Background: an optimization exercise with open tools, aiming at small area. Do not read the settings as production practice. The RTL was checked by simulation tests, not by an equivalence proof against the original design. No activity file was given, so power comes from the tool's default toggle rates.

Setup of v6:
## MAC
module MAC
    (
    input                                   clk     ,
    input                                   rst_n   ,
    output                                  MACMUX_Val,
    output reg [4    -1 : 0] MACMUX_Addr,
    output reg[ 32            -1 : 0] MACMUX_Psum,
    input                                   MUXMAC_Rdy,
    output                                  MACMUX_Empty,
    output                                  MACARB_ReqHelp,
    input                                   ARBMAC_Rst,
    input [ 2                       -1 : 0] PEBMAC_WeiCol,
    input [(
(8192*4*16*16/32) <= (1<<0) ? 0 : (8192*4*16*16/32) <= (1<<1) ? 1 :
(8192*4*16*16/32) <= (1<<2) ? 2 : (8192*4*16*16/32) <= (1<<3) ? 3 :
(8192*4*16*16/32) <= (1<<4) ? 4 : (8192*4*16*16/32) <= (1<<5) ? 5 :
(8192*4*16*16/32) <= (1<<6) ? 6 : (8192*4*16*16/32) <= (1<<7) ? 7 :
(8192*4*16*16/32) <= (1<<8) ? 8 : (8192*4*16*16/32) <= (1<<9) ? 9 :
(8192*4*16*16/32) <= (1<<10) ? 10 : (8192*4*16*16/32) <= (1<<11) ? 11 :
(8192*4*16*16/32) <= (1<<12) ? 12 : (8192*4*16*16/32) <= (1<<13) ? 13 :
(8192*4*16*16/32) <= (1<<14) ? 14 : (8192*4*16*16/32) <= (1<<15) ? 15 :
(8192*4*16*16/32) <= (1<<16) ? 16 : (8192*4*16*16/32) <= (1<<17) ? 17 :
(8192*4*16*16/32) <= (1<<18) ? 18 : (8192*4*16*16/32) <= (1<<19) ? 19 :
(8192*4*16*16/32) <= (1<<20) ? 20 : (8192*4*16*16/32) <= (1<<21) ? 21 :
(8192*4*16*16/32) <= (1<<22) ? 22 : (8192*4*16*16/32) <= (1<<23) ? 23 :
  ...
Size in the first run: about 1300 cells after synthesis, roughly 260 I/O pins, ~12000 sq um of cells after synthesis.
export LEC_CHECK = 0
export ABC_AREA = 1
export CAP_MARGIN = 20
export CORE_MARGIN = 2
export CORE_UTILIZATION = 40
export CTS_BUF_LIST = sky130_fd_sc_hd__clkbuf_8
export PLACE_DENSITY = 0.6
export SLEW_MARGIN = 20
export SYNTH_HIERARCHICAL = 1
export SYNTH_MINIMUM_KEEP_SIZE = 0
create_clock -name core_clock -period 9.0 [get_ports {clk}]
standard.sh (not shown) runs the stock make flow with config.mk's settings and CLKGATE_MAP_FILE= SYNTH_SCRIPT=/design/flow/synth_recipe.tcl, a recipe that flattens the netlist after the stock synthesis.
==> flow/flow/run.sh <==
#!/bin/bash
# Layout flow: the standard flow (standard.sh), with two changes.
# 1. After the standard synthesis, the combinational logic of the netlist is
#    mapped again by ABC for area (amap). Registers, full and half adders and
#    tie cells are kept as they are (same instances, names and cell types).
#    The new netlist is proven equivalent to the standard one with Yosys
#    (equiv_make / equiv_simple / equiv_induct); if that proof fails the
#    standard netlist is kept.
# 2. Port buffers are buf_1 cells.
# Each tool writes its full output to a log_*.log file in this folder.
set -euo pipefail
export BUFFER_PORTS_ARGS="-buffer_cell sky130_fd_sc_hd__buf_1"
export CTS_ARGS="-sink_clustering_enable -repair_clock_nets -buf_list {sky130_fd_sc_hd__clkbuf_4 sky130_fd_sc_hd__clkbuf_8} -dont_use_dummy_load"
YOSYS=$FLOW_HOME/../tools/install/yosys/bin/yosys
R=orfs/results/$FLOW_PLATFORM/MAC/base
LIB=$FLOW_HOME/platforms/$FLOW_PLATFORM/lib/sky130_fd_sc_hd__tt_025C_1v80.lib

bash standard.sh synth > log_1_standard_synth.log 2>&1
cp $R/1_2_yosys.v flow_standard.v

KEEP=$(grep -o 'sky130_fd_sc_hd__\(fa\|ha\|df\|edf\|sdf\|dl\|conb\)[a-z0-9_]*' flow_standard.v | sort -u | tr '\n' ' ')
DONT=$(grep -o 'cell *( *"\?sky130_fd_sc_hd__\(lpflow\|probe\)[a-z0-9_]*' $LIB | sed 's/.*(\s*"\?//' | sort -u | sed 's/^/-dont_use /' | tr '\n' ' ')
printf 'strash\ndch -f\namap\n' > remap.abc
cat > remap.ys <<EOF
read_liberty -ignore_miss_func $LIB
read_verilog flow_standard.v
hierarchy -top $FLOW_TOP
setattr -mod -set keep_hierarchy 1 $KEEP
flatten
opt_clean
abc -liberty $LIB -script remap.abc $DONT
opt_clean -purge
hilomap -singleton -hicell sky130_fd_sc_hd__conb_1 HI -locell sky130_fd_sc_hd__conb_1 LO
insbuf -buf sky130_fd_sc_hd__buf_1 A X
splitnets
opt_clean -purge
stat -liberty $LIB
write_verilog -noattr -noexpr -nohex -nodec -selected flow_remap_all.v
EOF
$YOSYS -l log_2_remap.log -q -s remap.ys > /dev/null 2>&1
awk -v top="$FLOW_TOP" '$1=="module" && $2 ~ "^"top"[ (]*" {on=1} on {print} on && /^endmodule/ {on=0}' flow_remap_all.v > flow_remap.v

cat > equiv.ys <<EOF
read_liberty -ignore_miss_func $LIB
read_verilog flow_standard.v
rename $FLOW_TOP gold
read_verilog flow_remap.v
rename $FLOW_TOP gate
flatten gold gate
async2sync
opt_clean
equiv_make gold gate equiv
equiv_simple -undef
equiv_induct -undef
equiv_status -assert
EOF
if $YOSYS -l log_3_equiv.log -q -s equiv.ys > /dev/null 2>&1; then
  echo "remapped netlist proven equivalent; using it"
  cp flow_remap.v $R/1_2_yosys.v
else
  echo "equivalence proof failed; keeping the standard netlist"
fi
touch $R/1_2_yosys.v
bash standard.sh synth > log_4_synth_odb.log 2>&1
bash standard.sh finish > log_5_finish.log 2>&1
The flow did not stop early for v6: all stages ran, and the layout cleared the timing, DRC and antenna checks.
### v6 -> v7
# v6
export LEC_CHECK = 0
export ABC_AREA = 1
export CAP_MARGIN = 20
export CORE_MARGIN = 2
export CORE_UTILIZATION = 40
export CTS_BUF_LIST = sky130_fd_sc_hd__clkbuf_8
export PLACE_DENSITY = 0.6
export SLEW_MARGIN = 20
export SYNTH_HIERARCHICAL = 1
export SYNTH_MINIMUM_KEEP_SIZE = 0
create_clock -name core_clock -period 9.0 [get_ports {clk}]
# v7
export LEC_CHECK = 0
export ABC_AREA = 1
export CAP_MARGIN = 20
export CORE_MARGIN = 2
export CORE_UTILIZATION = 60
export CTS_BUF_LIST = sky130_fd_sc_hd__clkbuf_8
export PLACE_DENSITY = 0.75
export SLEW_MARGIN = 20
export SYNTH_HIERARCHICAL = 1
export SYNTH_MINIMUM_KEEP_SIZE = 0
create_clock -name core_clock -period 9.0 [get_ports {clk}]
--- a/flow/flow/run.sh
+++ b/flow/flow/run.sh
@@ -13 +13 @@
-export CTS_ARGS="-sink_clustering_enable -repair_clock_nets -buf_list {sky130_fd_sc_hd__clkbuf_4 sky130_fd_sc_hd__clkbuf_8} -dont_use_dummy_load"
+export CTS_ARGS="-sink_clustering_enable -repair_clock_nets -buf_list sky130_fd_sc_hd__clkbuf_8 -dont_use_dummy_load"
Notes after the runs:
Setup slack: v7 < v6. v7 vs. v6: worst hold slack now larger, clock share of power -0.2 points, synthesized cell count neither gained nor lost much, register-to-register slack -160 ps, portion of the clock cycle consumed by the worst path in the final layout higher.

* * *

Setup of build 62:
Another version of the RTL of MAC (not shown whole).
Size in the first run: roughly 260 I/O pins, roughly 0.012 mm2 of cells after synthesis.
clock: 9.0 ns
lec_check: 0
abc_area: 1
cap_margin: 20
core_margin: 2
core_utilization: 40
cts_buf_list: sky130_fd_sc_hd__clkbuf_8
place_density: 0.6
slew_margin: 20
synth_hierarchical: 1
synth_minimum_keep_size: 0
==> flow/flow/run.sh <==
#!/bin/bash
# Layout flow: the standard flow (standard.sh), with two changes.
# 1. After the standard synthesis, the combinational logic of the netlist is
#    mapped again by ABC for area (amap). Registers, full and half adders and
#    tie cells are kept as they are (same instances, names and cell types).
#    The new netlist is proven equivalent to the standard one with Yosys
#    (equiv_make / equiv_simple / equiv_induct); if that proof fails the
#    standard netlist is kept.
# 2. Port buffers are buf_1 cells.
# Each tool writes its full output to a log_*.log file in this folder.
set -euo pipefail
export BUFFER_PORTS_ARGS="-buffer_cell sky130_fd_sc_hd__buf_1"
export CTS_ARGS="-sink_clustering_enable -repair_clock_nets -buf_list sky130_fd_sc_hd__clkbuf_8 -dont_use_dummy_load"
YOSYS=$FLOW_HOME/../tools/install/yosys/bin/yosys
R=orfs/results/$FLOW_PLATFORM/MAC/base
LIB=$FLOW_HOME/platforms/$FLOW_PLATFORM/lib/sky130_fd_sc_hd__tt_025C_1v80.lib

bash standard.sh synth > log_1_standard_synth.log 2>&1
cp $R/1_2_yosys.v flow_standard.v

KEEP=$(grep -o 'sky130_fd_sc_hd__\(fa\|ha\|df\|edf\|sdf\|dl\|conb\)[a-z0-9_]*' flow_standard.v | sort -u | tr '\n' ' ')
DONT=$(grep -o 'cell *( *"\?sky130_fd_sc_hd__\(lpflow\|probe\)[a-z0-9_]*' $LIB | sed 's/.*(\s*"\?//' | sort -u | sed 's/^/-dont_use /' | tr '\n' ' ')
printf 'strash\ndch -f\namap\n' > remap.abc
cat > remap.ys <<EOF
read_liberty -ignore_miss_func $LIB
read_verilog flow_standard.v
hierarchy -top $FLOW_TOP
setattr -mod -set keep_hierarchy 1 $KEEP
flatten
opt_clean
abc -liberty $LIB -script remap.abc $DONT
opt_clean -purge
hilomap -singleton -hicell sky130_fd_sc_hd__conb_1 HI -locell sky130_fd_sc_hd__conb_1 LO
insbuf -buf sky130_fd_sc_hd__buf_1 A X
splitnets
opt_clean -purge
stat -liberty $LIB
write_verilog -noattr -noexpr -nohex -nodec -selected flow_remap_all.v
EOF
$YOSYS -l log_2_remap.log -q -s remap.ys > /dev/null 2>&1
awk -v top="$FLOW_TOP" '$1=="module" && $2 ~ "^"top"[ (]*" {on=1} on {print} on && /^endmodule/ {on=0}' flow_remap_all.v > flow_remap.v

cat > equiv.ys <<EOF
read_liberty -ignore_miss_func $LIB
read_verilog flow_standard.v
rename $FLOW_TOP gold
read_verilog flow_remap.v
rename $FLOW_TOP gate
flatten gold gate
async2sync
opt_clean
equiv_make gold gate equiv
equiv_simple -undef
equiv_induct -undef
equiv_status -assert
EOF
if $YOSYS -l log_3_equiv.log -q -s equiv.ys > /dev/null 2>&1; then
  echo "remapped netlist proven equivalent; using it"
  cp flow_remap.v $R/1_2_yosys.v
else
  echo "equivalence proof failed; keeping the standard netlist"
fi
touch $R/1_2_yosys.v
bash standard.sh synth > log_4_synth_odb.log 2>&1
bash standard.sh finish > log_5_finish.log 2>&1
Build 62 completed; timing, DRC and antenna clean
#### Input delta (build 5 over build 62)
Settings: CORE_UTILIZATION: 40 -> 55; PLACE_DENSITY: 0.6 -> 0.7.
diff --git a/flow/flow/run.sh b/flow/flow/run.sh
--- a/flow/flow/run.sh
+++ b/flow/flow/run.sh
@@ -8,3 +8,5 @@
 #    standard netlist is kept.
-# 2. Port buffers are buf_1 cells.
+# 2. Port buffers are buf_1 cells; clock tree: clkbuf_8, no dummy loads;
+#    after synthesis the buffers buf_4 and larger are not used (smaller
+#    buffers instead), on top of the platform's own dont-use list.
 # Each tool writes its full output to a log_*.log file in this folder.
@@ -64,2 +66,4 @@
 bash standard.sh synth > log_4_synth_odb.log 2>&1
-bash standard.sh finish > log_5_finish.log 2>&1
+PLAT_DONT=$(sed -n '/^export DONT_USE_CELLS/,/^#/p' $FLOW_HOME/platforms/$FLOW_PLATFORM/config.mk | grep -o 'sky130_fd_sc_hd__[a-z0-9_]*' | tr '\n' ' ')
+MORE="sky130_fd_sc_hd__buf_4 sky130_fd_sc_hd__buf_6 sky130_fd_sc_hd__buf_8 sky130_fd_sc_hd__buf_12 sky130_fd_sc_hd__buf_16 sky130_fd_sc_hd__bufbuf_8 sky130_fd_sc_hd__bufbuf_16"
+bash standard.sh "DONT_USE_CELLS=$PLAT_DONT $MORE" finish > log_5_finish.log 2>&1
--- outcome ---
- On build 5: number of fillers in the final layout is about 33% lower than what build 62 gave.
- Relative to build 62, met3 routing resource usage after global routing has gone up in build 5.
- Build 5 | stages: all done | timing, DRC, antenna: all pass
- Build 5: worst slew margin relative to its limit is 1.8 points higher than what build 62 reported.
- Max wire length across build 5 and build 62: build 62
- Side by side, area of the die turned out lower in build 5 than in build 62.
- When build 5 is measured against build 62, its delay of the slowest cell on the worst path turns out 60 ps higher.
- Looking at minimum setup slack after placement across both flows, build 5 is the stronger of the two, with build 62 trailing.
#### Input delta (build 58 over build 5)
Settings: a change of CORE_UTILIZATION from 55 to 40; a change of PLACE_DENSITY from 0.7 to 0.6.
diff --git a/flow/flow/run.sh b/flow/flow/run.sh
--- a/flow/flow/run.sh
+++ b/flow/flow/run.sh
@@ -14,3 +14,3 @@
 export BUFFER_PORTS_ARGS="-buffer_cell sky130_fd_sc_hd__buf_1"
-export CTS_ARGS="-sink_clustering_enable -repair_clock_nets -buf_list sky130_fd_sc_hd__clkbuf_8 -dont_use_dummy_load"
+export CTS_ARGS="-sink_clustering_enable -repair_clock_nets -buf_list sky130_fd_sc_hd__clkbuf_8 -sink_clustering_size 24 -dont_use_dummy_load"
 YOSYS=$FLOW_HOME/../tools/install/yosys/bin/yosys
- Side by side, number of instances in the placed design turned out higher in build 58 than in build 5.
- Diff build 5 -> build 58 | final clock period utilization by the worst path | increase of 0.77 points
- Compared with build 5, build 58 degrades power in the clock group.
- The sequential share of layout area of build 58 is lower than that of build 5.
- Delta(global-route usage, build 58 - build 5) < 0
- Of the two candidates, build 5 has the better worst setup slack and build 58 the worse one.
What build 68 does differently from build 58 at the input level:
diff --git a/flow/flow/run.sh b/flow/flow/run.sh
--- a/flow/flow/run.sh
+++ b/flow/flow/run.sh
@@ -14,3 +14,3 @@
 export BUFFER_PORTS_ARGS="-buffer_cell sky130_fd_sc_hd__buf_1"
-export CTS_ARGS="-sink_clustering_enable -repair_clock_nets -buf_list sky130_fd_sc_hd__clkbuf_8 -sink_clustering_size 24 -dont_use_dummy_load"
+export CTS_ARGS="-sink_clustering_enable -repair_clock_nets -buf_list sky130_fd_sc_hd__clkbuf_8 -dont_use_dummy_load"
 YOSYS=$FLOW_HOME/../tools/install/yosys/bin/yosys
## What came out
- Diff build 58 -> build 68: power density relative to cell area flat, count of buffers inserted at the top-level ports flat, net switching power flat.
- Setup slack: build 68 vs build 58 identical
- From build 58 to build 68 the numbers moved as follows: post-route cell area did not really move, critical path data required time did not really move, post-synth net total did not really move.
Input-level comparison between build 17 and build 68:
diff --git a/flow/flow/run.sh b/flow/flow/run.sh
--- a/flow/flow/run.sh
+++ b/flow/flow/run.sh
@@ -8,5 +8,3 @@
 #    standard netlist is kept.
-# 2. Port buffers are buf_1 cells; clock tree: clkbuf_8, no dummy loads;
-#    after synthesis the buffers buf_4 and larger are not used (smaller
-#    buffers instead), on top of the platform's own dont-use list.
+# 2. Port buffers are buf_1 cells.
 # Each tool writes its full output to a log_*.log file in this folder.
Notes after the runs:
- Summary of build 17 over build 68: count of endpoints failing hold in the final timing report held; worst path setup slack after routing barely changed.
- Build 68 -> build 17: clock power flat

* * *

## violet
Another version of the RTL of MAC (not shown whole).
Size: about 1300 cells after synthesis.
==> flow/design.v (excerpt) <==
module MAC
    (
    input                                   clk     ,
    input                                   rst_n   ,
    output                                  MACMUX_Val,
    output reg [4    -1 : 0] MACMUX_Addr,
    output reg[ 32            -1 : 0] MACMUX_Psum,
    input                                   MUXMAC_Rdy,
    output                                  MACMUX_Empty,
    output                                  MACARB_ReqHelp,
    input                                   ARBMAC_Rst,
    input [ 2                       -1 : 0] PEBMAC_WeiCol,
    input [(
(8192*4*16*16/32) <= (1<<0) ? 0 : (8192*4*16*16/32) <= (1<<1) ? 1 :
(8192*4*16*16/32) <= (1<<2) ? 2 : (8192*4*16*16/32) <= (1<<3) ? 3 :
(8192*4*16*16/32) <= (1<<4) ? 4 : (8192*4*16*16/32) <= (1<<5) ? 5 :
(8192*4*16*16/32) <= (1<<6) ? 6 : (8192*4*16*16/32) <= (1<<7) ? 7 :
(8192*4*16*16/32) <= (1<<8) ? 8 : (8192*4*16*16/32) <= (1<<9) ? 9 :
(8192*4*16*16/32) <= (1<<10) ? 10 : (8192*4*16*16/32) <= (1<<11) ? 11 :
(8192*4*16*16/32) <= (1<<12) ? 12 : (8192*4*16*16/32) <= (1<<13) ? 13 :
(8192*4*16*16/32) <= (1<<14) ? 14 : (8192*4*16*16/32) <= (1<<15) ? 15 :
(8192*4*16*16/32) <= (1<<16) ? 16 : (8192*4*16*16/32) <= (1<<17) ? 17 :
  ...
export LEC_CHECK = 0
export ABC_AREA = 1
export CAP_MARGIN = 20
export CORE_MARGIN = 2
export CORE_UTILIZATION = 40
export CTS_BUF_LIST = sky130_fd_sc_hd__clkbuf_8
export PLACE_DENSITY = 0.6
export SLEW_MARGIN = 20
export SYNTH_HIERARCHICAL = 1
export SYNTH_MINIMUM_KEEP_SIZE = 0
create_clock -name core_clock -period 9.0 [get_ports {clk}]
==> flow/flow/run.sh <==
#!/bin/bash
# Layout flow: the standard flow (standard.sh), with two changes.
# 1. After the standard synthesis, the combinational logic of the netlist is
#    mapped again by ABC for area (amap, twice). Registers, full and half adders and
#    tie cells are kept as they are (same instances, names and cell types).
#    The new netlist is proven equivalent to the standard one with Yosys
#    (equiv_make / equiv_simple / equiv_induct); if that proof fails the
#    standard netlist is kept.
# 2. Port buffers are buf_1 cells; clock tree: clkbuf_8, no dummy loads;
#    after synthesis the buffers buf_4 and larger are not used (smaller
#    buffers instead), on top of the platform's own dont-use list.
# Each tool writes its full output to a log_*.log file in this folder.
set -euo pipefail
export BUFFER_PORTS_ARGS="-buffer_cell sky130_fd_sc_hd__buf_1"
export CTS_ARGS="-sink_clustering_enable -repair_clock_nets -buf_list sky130_fd_sc_hd__clkbuf_8 -dont_use_dummy_load"
YOSYS=$FLOW_HOME/../tools/install/yosys/bin/yosys
R=orfs/results/$FLOW_PLATFORM/MAC/base
LIB=$FLOW_HOME/platforms/$FLOW_PLATFORM/lib/sky130_fd_sc_hd__tt_025C_1v80.lib

bash standard.sh synth > log_1_standard_synth.log 2>&1
cp $R/1_2_yosys.v flow_standard.v

KEEP=$(grep -o 'sky130_fd_sc_hd__\(fa\|ha\|df\|edf\|sdf\|dl\|conb\)[a-z0-9_]*' flow_standard.v | sort -u | tr '\n' ' ')
DONT=$(grep -o 'cell *( *"\?sky130_fd_sc_hd__\(lpflow\|probe\)[a-z0-9_]*' $LIB | sed 's/.*(\s*"\?//' | sort -u | sed 's/^/-dont_use /' | tr '\n' ' ')
printf 'strash\ndch -f\namap\nstrash\ndch -f\namap\n' > remap.abc
cat > remap.ys <<EOF
read_liberty -ignore_miss_func $LIB
read_verilog flow_standard.v
hierarchy -top $FLOW_TOP
setattr -mod -set keep_hierarchy 1 $KEEP
flatten
opt_clean
abc -liberty $LIB -script remap.abc $DONT
opt_clean -purge
hilomap -singleton -hicell sky130_fd_sc_hd__conb_1 HI -locell sky130_fd_sc_hd__conb_1 LO
insbuf -buf sky130_fd_sc_hd__buf_1 A X
splitnets
opt_clean -purge
stat -liberty $LIB
write_verilog -noattr -noexpr -nohex -nodec -selected flow_remap_all.v
EOF
$YOSYS -l log_2_remap.log -q -s remap.ys > /dev/null 2>&1
awk -v top="$FLOW_TOP" '$1=="module" && $2 ~ "^"top"[ (]*" {on=1} on {print} on && /^endmodule/ {on=0}' flow_remap_all.v > flow_remap.v

cat > equiv.ys <<EOF
read_liberty -ignore_miss_func $LIB
read_verilog flow_standard.v
rename $FLOW_TOP gold
read_verilog flow_remap.v
rename $FLOW_TOP gate
flatten gold gate
async2sync
opt_clean
equiv_make gold gate equiv
equiv_simple -undef
equiv_induct -undef
equiv_status -assert
EOF
if $YOSYS -l log_3_equiv.log -q -s equiv.ys > /dev/null 2>&1; then
  echo "remapped netlist proven equivalent; using it"
  cp flow_remap.v $R/1_2_yosys.v
else
  echo "equivalence proof failed; keeping the standard netlist"
fi
touch $R/1_2_yosys.v
bash standard.sh synth > log_4_synth_odb.log 2>&1
PLAT_DONT=$(sed -n '/^export DONT_USE_CELLS/,/^#/p' $FLOW_HOME/platforms/$FLOW_PLATFORM/config.mk | grep -o 'sky130_fd_sc_hd__[a-z0-9_]*' | tr '\n' ' ')
MORE="sky130_fd_sc_hd__buf_4 sky130_fd_sc_hd__buf_6 sky130_fd_sc_hd__buf_8 sky130_fd_sc_hd__buf_12 sky130_fd_sc_hd__buf_16 sky130_fd_sc_hd__bufbuf_8 sky130_fd_sc_hd__bufbuf_16"
bash standard.sh "DONT_USE_CELLS=$PLAT_DONT $MORE" finish > log_5_finish.log 2>&1
violet completed; timing, DRC and antenna clean
Relative to violet, the following input files were edited for amber:
--- a/flow/config.mk
+++ b/flow/config.mk
@@ -12,3 +12,3 @@
 export CTS_BUF_LIST = sky130_fd_sc_hd__clkbuf_8
-export PLACE_DENSITY = 0.6
+export PLACE_DENSITY = 0.5
 export SLEW_MARGIN = 20
Notes after the runs:
Wire length delta (amber − violet): unfavourable. Reported for amber and violet, number of instances in the synthesized netlist turned out identical to the last digit. Summary of amber over violet: final standard cell utilization of the core has increased, total power has increased.
diff inputs: amber => umber
--- a/flow/config.mk
+++ b/flow/config.mk
@@ -12,3 +12,3 @@
 export CTS_BUF_LIST = sky130_fd_sc_hd__clkbuf_8
-export PLACE_DENSITY = 0.5
+export PLACE_DENSITY = 0.7
 export SLEW_MARGIN = 20
==> comparison <==
- umber against amber: synthesized cell count was more or less identical, detailed-router iteration count before antenna repair decreased by 2 relative to the old numbers.
- Looking at umber and amber, the routed length on met2 is a wash.
- umber finished all stages; the layout is clean.
- amber → umber: total global routing track utilization moved up, minimum clock period moved down.
- Of the two values seen for startpoint of the worst setup timing path, MAC_Wei_Val was produced by umber and MAC_Act_Val by amber.
Modified inputs, zinc compared to umber
--- a/flow/config.mk
+++ b/flow/config.mk
@@ -12,3 +12,3 @@
 export CTS_BUF_LIST = sky130_fd_sc_hd__clkbuf_8
-export PLACE_DENSITY = 0.7
+export PLACE_DENSITY = 0.8
 export SLEW_MARGIN = 20
### Flow results
| clock latency on the worst-skew pair | umber vs zinc | ≈ equal |
Looking at wire length on met3, zinc sits above umber.
Multi-input logic area across zinc and umber: no real change.
zinc drops more vias than umber.
The run showing the greater wire length is zinc.
zinc vs. umber: number of DRC violations after detailed-routing iteration 0 went up by 59.
Looking at pin count of the biggest net entering global routing, zinc sits 1 lower than umber does.
Setup slack: zinc vs umber up 0.0058 ns
zinc -> umber: cell area flat
Reported for zinc and umber, number of max-cap violations turned out identical to the last digit.

==> separate check: timing with driven ports <==
No port has a modelled driver above. Below, the same layouts with a new extraction and two added sets of constraints. Step 1: set_driving_cell puts a clkbuf_16 on clk and a buf_2 on each other input, an assumption about the parent block. Step 2, shift: input delay + t, output delay - t, t = (earliest + latest rising clock arrival at the registers) / 2. This alone moves slack from input paths to output paths. Three values: ideal ports, drivers, drivers and shift; two values: the first two.
| run | t, ns | setup WS [ns] | worst hold slack (ns) | worst slew at a driven data input, ns |
|---|---|---|---|---|
| v6 | 0.510 | 0.447 / 0.466 / -0.043 | 0.419 / 0.419 / 0.419 | 0.08 |
| v7 | 0.504 | 0.400 / 0.416 / -0.088 | 0.463 / 0.463 / 0.463 | 0.08 |
| build 62 | 0.510 | 0.446 / 0.467 / -0.043 | 0.467 / 0.467 / 0.467 | 0.07 |
| build 5 | 0.489 | 0.515 / 0.532 / 0.043 | 0.440 / 0.440 / 0.440 | 0.09 |
| build 58 | 0.502 | 0.445 / 0.470 / -0.032 | 0.453 / 0.453 / 0.453 | 0.08 |
| build 68 | 0.502 | 0.445 / 0.470 / -0.032 | 0.453 / 0.453 / 0.453 | 0.08 |
| build 17 | 0.502 | 0.445 / 0.470 / -0.032 | 0.453 / 0.453 / 0.453 | 0.08 |
| violet | 0.494 | 0.449 / 0.469 / -0.025 | 0.406 / 0.406 / 0.406 | 0.08 |
| amber | 0.498 | 0.390 / 0.413 / -0.085 | 0.453 / 0.453 / 0.453 | 0.09 |
| umber | 0.498 | 0.421 / 0.439 / -0.060 | 0.464 / 0.464 / 0.464 | 0.07 |
| zinc | 0.503 | 0.427 / 0.444 / -0.059 | 0.438 / 0.438 / 0.438 | 0.08 |
With both steps, setup timing fails in 10 of these runs, where it was met with ideal ports. The setup slack of v6, which loses most, moves by +0.019 ns with the drivers and by -0.490 ns with both steps.
